From an optimization exercise on the open Yosys and OpenROAD flow, aimed at small area, a short achievable clock period and few clock cycles; shortcuts taken in it are not production practice. Where RTL was checked, it was by simulation tests only, not by an equivalence proof against the original. Power is estimated from default activity; no workload was simulated.

==> flow/design.v <==
module RISC15(clk, proc_rst, mem_addr, mem_wdata, mem_write_n, mem_rdata, halted);
	input  wire        clk, proc_rst;
	output wire [15:0] mem_addr;
	output wire [15:0] mem_wdata;
	output wire        mem_write_n;
	input  wire [15:0] mem_rdata;
	output reg         halted;
	reg  [15:0] MA;         
	reg         fetching;   
	reg         rv;         
	reg  [15:0] IR;         
	reg  [7:0]  sa, sb;     
	reg         d_va;       
	reg         d_jlr;      
	reg         d_lhi;      
	reg         iv;         
	reg         bt;         
	reg  [15:0] pcX;        
	reg         nj;         
	reg         lport;      
	reg  [2:0]  ldr_p;
	reg         ldp;        
	reg  [2:0]  ldr_w;
	reg         wn;
	reg  [15:0] wd;
	reg         rst_q;      
	reg  [15:0] R [0:6];
	assign mem_addr    = MA;
	assign mem_wdata   = wd;
	assign mem_write_n = wn;
	wire [3:0]  op = IR[15:12];
	wire [2:0]  ra = IR[11:9], rb = IR[8:6], rc = IR[5:3];
	wire [15:0] simm = {{10{IR[5]}}, IR[5:0]};
	wire is_add = op == 4'b0000;
	wire is_adi = op == 4'b0001;
	wire is_ndu = op == 4'b0010;
	wire is_lhi = op == 4'b0011;
	wire is_lw  = op == 4'b0100;
	wire is_sw  = op == 4'b0101;
	wire is_jlr = op == 4'b1001;
	wire is_beq = op == 4'b1100;
	wire is_hlt = op == 4'b1010 || op == 4'b1011 || op == 4'b1101 || op == 4'b1110 || op == 4'b1111;
	reg [15:0] va, vb;
	integer k;
	always @* begin
		va = sa[7] ? pcX : 16'd0;
		vb = sb[7] ? pcX : 16'd0;
		for (k = 0; k < 7; k = k + 1) begin
			va = va | (sa[k] ? R[k] : 16'd0);
			vb = vb | (sb[k] ? R[k] : 16'd0);
		end
	end
	wire [15:0] opb = d_va ? va : d_lhi ? {IR[8:0], 7'd0} : {simm[15:1], simm[0] | d_jlr};
	wire [15:0] ap  = vb ^ opb;
	wire [15:0] ag  = vb & opb;
	reg  [15:0] gg, pp, g2, p2;
	integer l, j;
	always @* begin
		gg = ag; pp = ap;
		for (l = 0; l < 4; l = l + 1) begin
			g2 = gg; p2 = pp;
			for (j = 0; j < 16; j = j + 1)
				if (j[l]) begin
					g2[j] = gg[j] | (pp[j] & gg[((j >> l) << l) - 1]);
					p2[j] = pp[j] & pp[((j >> l) << l) - 1];
				end
			gg = g2; pp = p2;
		end
	end
	wire [15:0] sum = ap ^ {gg[14:0], 1'b0};
	wire        eq  = ~|ap;
	reg  [13:0] hc;
	integer m;
	always @* begin
		hc[0] = 1'b1;
		for (m = 1; m < 14; m = m + 1) hc[m] = hc[m-1] & pcX[m+1];
	end
	wire [13:0] hinc = pcX[15:2] ^ hc;
	wire [15:0] pc1  = {&pcX[1:0] ? hinc : pcX[15:2], pcX[1:0] + 2'd1};
	wire ra_chk = is_add | is_ndu | is_adi | is_sw | is_beq | is_lhi | is_jlr;
	wire rb_chk = is_add | is_ndu | is_adi | is_sw | is_beq | is_lw | is_jlr;
	wire rc_chk = is_add | is_ndu;
	wire dep = lport & iv & ((ra_chk & ra == ldr_p) | (rb_chk & rb == ldr_p) | (rc_chk & rc == ldr_p));
	wire wr_op  = is_add | is_ndu | is_adi | is_lhi | is_jlr;
	wire wstall = ldp;
	wire go     = iv & ~bt & ~wstall & ~dep & ~is_hlt;
	wire taken  = go & is_beq & eq;            
	wire run    = (go & ~taken) | bt;
	wire jlrj   = go & is_jlr & (ra != rb);
	wire jump   = jlrj | bt;
	wire memop  = go & (is_lw | is_sw);
	wire ld_ir  = rv & (~iv | run);
	wire [1:0]  nk  = {1'b0, ~nj} + {1'b0, rv & ~dep} + {1'b0, fetching};
	wire [2:0]  nlo = {1'b0, pcX[1:0]} + {1'b0, nk};
	wire [15:0] nf  = {nlo[2] ? hinc : pcX[15:2], nlo[1:0]};
	wire        wr_x = go & wr_op;
	wire [2:0]  wa   = ldp ? ldr_w : (is_add | is_ndu) ? rc : ra;
	wire        s_sum = ~rst_q & ~ldp & (is_add | is_adi | is_jlr | is_lhi);
	wire        s_ndu = ~rst_q & ~ldp & is_ndu;
	wire        s_ld  = ~rst_q & ldp;
	wire [15:0] wdat = ({16{s_sum}} & sum) | ({16{s_ndu}} & ~ag) | ({16{s_ld}} & mem_rdata);
	wire        we   = wr_x | ldp;
	integer i;
	always @(posedge clk)
		for (i = 0; i < 7; i = i + 1)
			if (rst_q || (we && wa == i)) R[i] <= wdat;
	wire [15:0] ir_in = (mem_rdata[15:12] == 4'b0001) ?
	                    {mem_rdata[15:12], mem_rdata[8:6], mem_rdata[11:9], mem_rdata[5:0]} : mem_rdata;
	always @(posedge clk) begin
		wd <= va;
		ldr_p <= ra;
		ldr_w <= ldr_p;
		rst_q <= ~proc_rst;
		if (ld_ir) begin
			IR <= ir_in;
			sa <= 8'd1 << (ir_in[15:12] == 4'b1001 ? ir_in[8:6] : ir_in[11:9]);
			sb <= ir_in[15:12] == 4'b1001 ? 8'h80 : ir_in[15:12] == 4'b0011 ? 8'h00 : 8'd1 << ir_in[8:6];
			d_jlr <= ir_in[15:12] == 4'b1001;
			d_lhi <= ir_in[15:12] == 4'b0011;
			d_va <= ir_in[15:12] == 4'b0000 || ir_in[15:12] == 4'b0010 || ir_in[15:12] == 4'b1100;
		end else if (taken) begin
			sb <= 8'h80;            
			d_va <= 1'b0;
		end
		if (~proc_rst) begin
			MA <= 16'd0;
			fetching <= 1'b1;
			rv <= 1'b0;
			iv <= 1'b0;
			bt <= 1'b0;
			pcX <= 16'd0;
			nj <= 1'b1;
			lport <= 1'b0;
			ldp <= 1'b0;
			wn <= 1'b1;
			halted <= 1'b0;
		end else begin
			MA <= jlrj ? va : (memop | bt) ? sum : nf;
			fetching <= ~memop;
			rv <= fetching & ~jump;
			iv <= jump ? 1'b0 : ld_ir ? 1'b1 : run ? 1'b0 : iv;
			bt <= taken;
			if (jump) begin pcX <= jlrj ? va : sum; nj <= 1'b1; end
			else if (ld_ir) begin pcX <= nj ? pcX : pc1; nj <= 1'b0; end
			lport <= go & is_lw;
			ldp <= lport;
			wn <= ~(go & is_sw);
			halted <= halted | (iv & is_hlt);
		end
	end
endmodule
clock: 10.0 ns
lec_check: 0
abc_area: 1
cap_margin: 20
core_margin: 2
core_utilization: 40
slew_margin: 20
standard.sh (not shown) runs the stock make flow with config.mk's settings and CLKGATE_MAP_FILE= SYNTH_SCRIPT=/design/flow/synth_recipe.tcl, a recipe that flattens the netlist after the stock synthesis.
==> flow/flow/run.sh <==
#!/bin/bash
# Standard layout (the standard.sh), with repair aiming for a larger setup margin.
bash standard.sh SETUP_SLACK_MARGIN=7 finish > standard.log 2>&1
Change:
--- a/flow/design.v
+++ b/flow/design.v
@@ -8,14 +8,12 @@
 	reg  [15:0] MA;         
 	reg         fetching;   
 	reg         rv;         
 	reg  [15:0] IR;         
 	reg  [7:0]  sa, sb;     
 	reg         d_va;       
-	reg         d_jlr;      
-	reg         d_lhi;      
 	reg         iv;         
 	reg         bt;         
 	reg  [15:0] pcX;        
 	reg         nj;         
 	reg         lport;      
 	reg  [2:0]  ldr_p;
@@ -47,13 +45,13 @@
 		vb = sb[7] ? pcX : 16'd0;
 		for (k = 0; k < 7; k = k + 1) begin
 			va = va | (sa[k] ? R[k] : 16'd0);
 			vb = vb | (sb[k] ? R[k] : 16'd0);
 		end
 	end
-	wire [15:0] opb = d_va ? va : d_lhi ? {IR[8:0], 7'd0} : {simm[15:1], simm[0] | d_jlr};
+	wire [15:0] opb = d_va ? va : simm;
 	wire [15:0] ap  = vb ^ opb;
 	wire [15:0] ag  = vb & opb;
 	reg  [15:0] gg, pp, g2, p2;
 	integer l, j;
 	always @* begin
 		gg = ag; pp = ap;
@@ -92,16 +90,20 @@
 	wire ld_ir  = rv & (~iv | run);
 	wire [1:0]  nk  = {1'b0, ~nj} + {1'b0, rv & ~dep} + {1'b0, fetching};
 	wire [2:0]  nlo = {1'b0, pcX[1:0]} + {1'b0, nk};
 	wire [15:0] nf  = {nlo[2] ? hinc : pcX[15:2], nlo[1:0]};
 	wire        wr_x = go & wr_op;
 	wire [2:0]  wa   = ldp ? ldr_w : (is_add | is_ndu) ? rc : ra;
-	wire        s_sum = ~rst_q & ~ldp & (is_add | is_adi | is_jlr | is_lhi);
+	wire        s_sum = ~rst_q & ~ldp & (is_add | is_adi);
 	wire        s_ndu = ~rst_q & ~ldp & is_ndu;
+	wire        s_lhi = ~rst_q & ~ldp & is_lhi;
+	wire        s_jlr = ~rst_q & ~ldp & is_jlr;
 	wire        s_ld  = ~rst_q & ldp;
-	wire [15:0] wdat = ({16{s_sum}} & sum) | ({16{s_ndu}} & ~ag) | ({16{s_ld}} & mem_rdata);
+	wire [15:0] wdat = ({16{s_sum}} & sum) | ({16{s_ndu}} & ~ag) |
+	                   ({16{s_lhi}} & {IR[8:0], 7'd0}) | ({16{s_jlr}} & pc1) |
+	                   ({16{s_ld}} & mem_rdata);
 	wire        we   = wr_x | ldp;
 	integer i;
 	always @(posedge clk)
 		for (i = 0; i < 7; i = i + 1)
 			if (rst_q || (we && wa == i)) R[i] <= wdat;
 	wire [15:0] ir_in = (mem_rdata[15:12] == 4'b0001) ?
@@ -110,16 +112,14 @@
 		wd <= va;
 		ldr_p <= ra;
 		ldr_w <= ldr_p;
 		rst_q <= ~proc_rst;
 		if (ld_ir) begin
 			IR <= ir_in;
-			sa <= 8'd1 << (ir_in[15:12] == 4'b1001 ? ir_in[8:6] : ir_in[11:9]);
-			sb <= ir_in[15:12] == 4'b1001 ? 8'h80 : ir_in[15:12] == 4'b0011 ? 8'h00 : 8'd1 << ir_in[8:6];
-			d_jlr <= ir_in[15:12] == 4'b1001;
-			d_lhi <= ir_in[15:12] == 4'b0011;
+			sa <= 8'd1 << ir_in[11:9];
+			sb <= 8'd1 << ir_in[8:6];
 			d_va <= ir_in[15:12] == 4'b0000 || ir_in[15:12] == 4'b0010 || ir_in[15:12] == 4'b1100;
 		end else if (taken) begin
 			sb <= 8'h80;            
 			d_va <= 1'b0;
 		end
 		if (~proc_rst) begin
@@ -132,18 +132,18 @@
 			nj <= 1'b1;
 			lport <= 1'b0;
 			ldp <= 1'b0;
 			wn <= 1'b1;
 			halted <= 1'b0;
 		end else begin
-			MA <= jlrj ? va : (memop | bt) ? sum : nf;
+			MA <= jlrj ? vb : (memop | bt) ? sum : nf;
 			fetching <= ~memop;
 			rv <= fetching & ~jump;
 			iv <= jump ? 1'b0 : ld_ir ? 1'b1 : run ? 1'b0 : iv;
 			bt <= taken;
-			if (jump) begin pcX <= jlrj ? va : sum; nj <= 1'b1; end
+			if (jump) begin pcX <= jlrj ? vb : sum; nj <= 1'b1; end
 			else if (ld_ir) begin pcX <= nj ? pcX : pc1; nj <= 1'b0; end
 			lport <= go & is_lw;
 			ldp <= lport;
 			wn <= ~(go & is_sw);
 			halted <= halted | (iv & is_hlt);
 		end
After rerunning:
- sequential share of layout area rises by 2.6 points
- die area fell by about 1%
- cell count shrinks by about 6%
- sequential power barely changes
- via count fell by 4.6%
- clock skew is about the same
Testbench counts after the change, summed over its fixed seeds: cycles 20,518.
No functional check of the RTL was part of the first run of this note.

afterwards: timing with drivers on the ports:
No port has a modelled driver above. Below, the same layouts with a new extraction and two added sets of constraints.
Step 1 sets driving cells, clkbuf_16 on the clock port and buf_2 on the other inputs (assumed; they add their load-dependent delay and slew).
Step 2 adds t to the input delays and takes it off the output delays; t is the mean of the earliest and latest rising clock arrival at the registers after step 1. Input paths then give back, and output paths get back, about the clock's delay inside the block.
Three values: no drivers, after step 1, after step 2; two values: the first two.
| run | shift t [ns] | setup slack, ns | worst setup path after step 2 | latest minus earliest clock arrival (ns) |
|---|---|---|---|---|
| the first run | 0.571 | 6.488 / 6.488 / 6.488 | register to register | 0.010 / 0.009 |
| the second run | 0.579 | 6.415 / 6.415 / 6.385 | input to register | 0.009 / 0.009 |
After both steps every run listed still meets setup and hold. For the second run, which loses most, drivers alone change the setup slack by 0.000 ns; drivers and shift together by -0.030 ns.
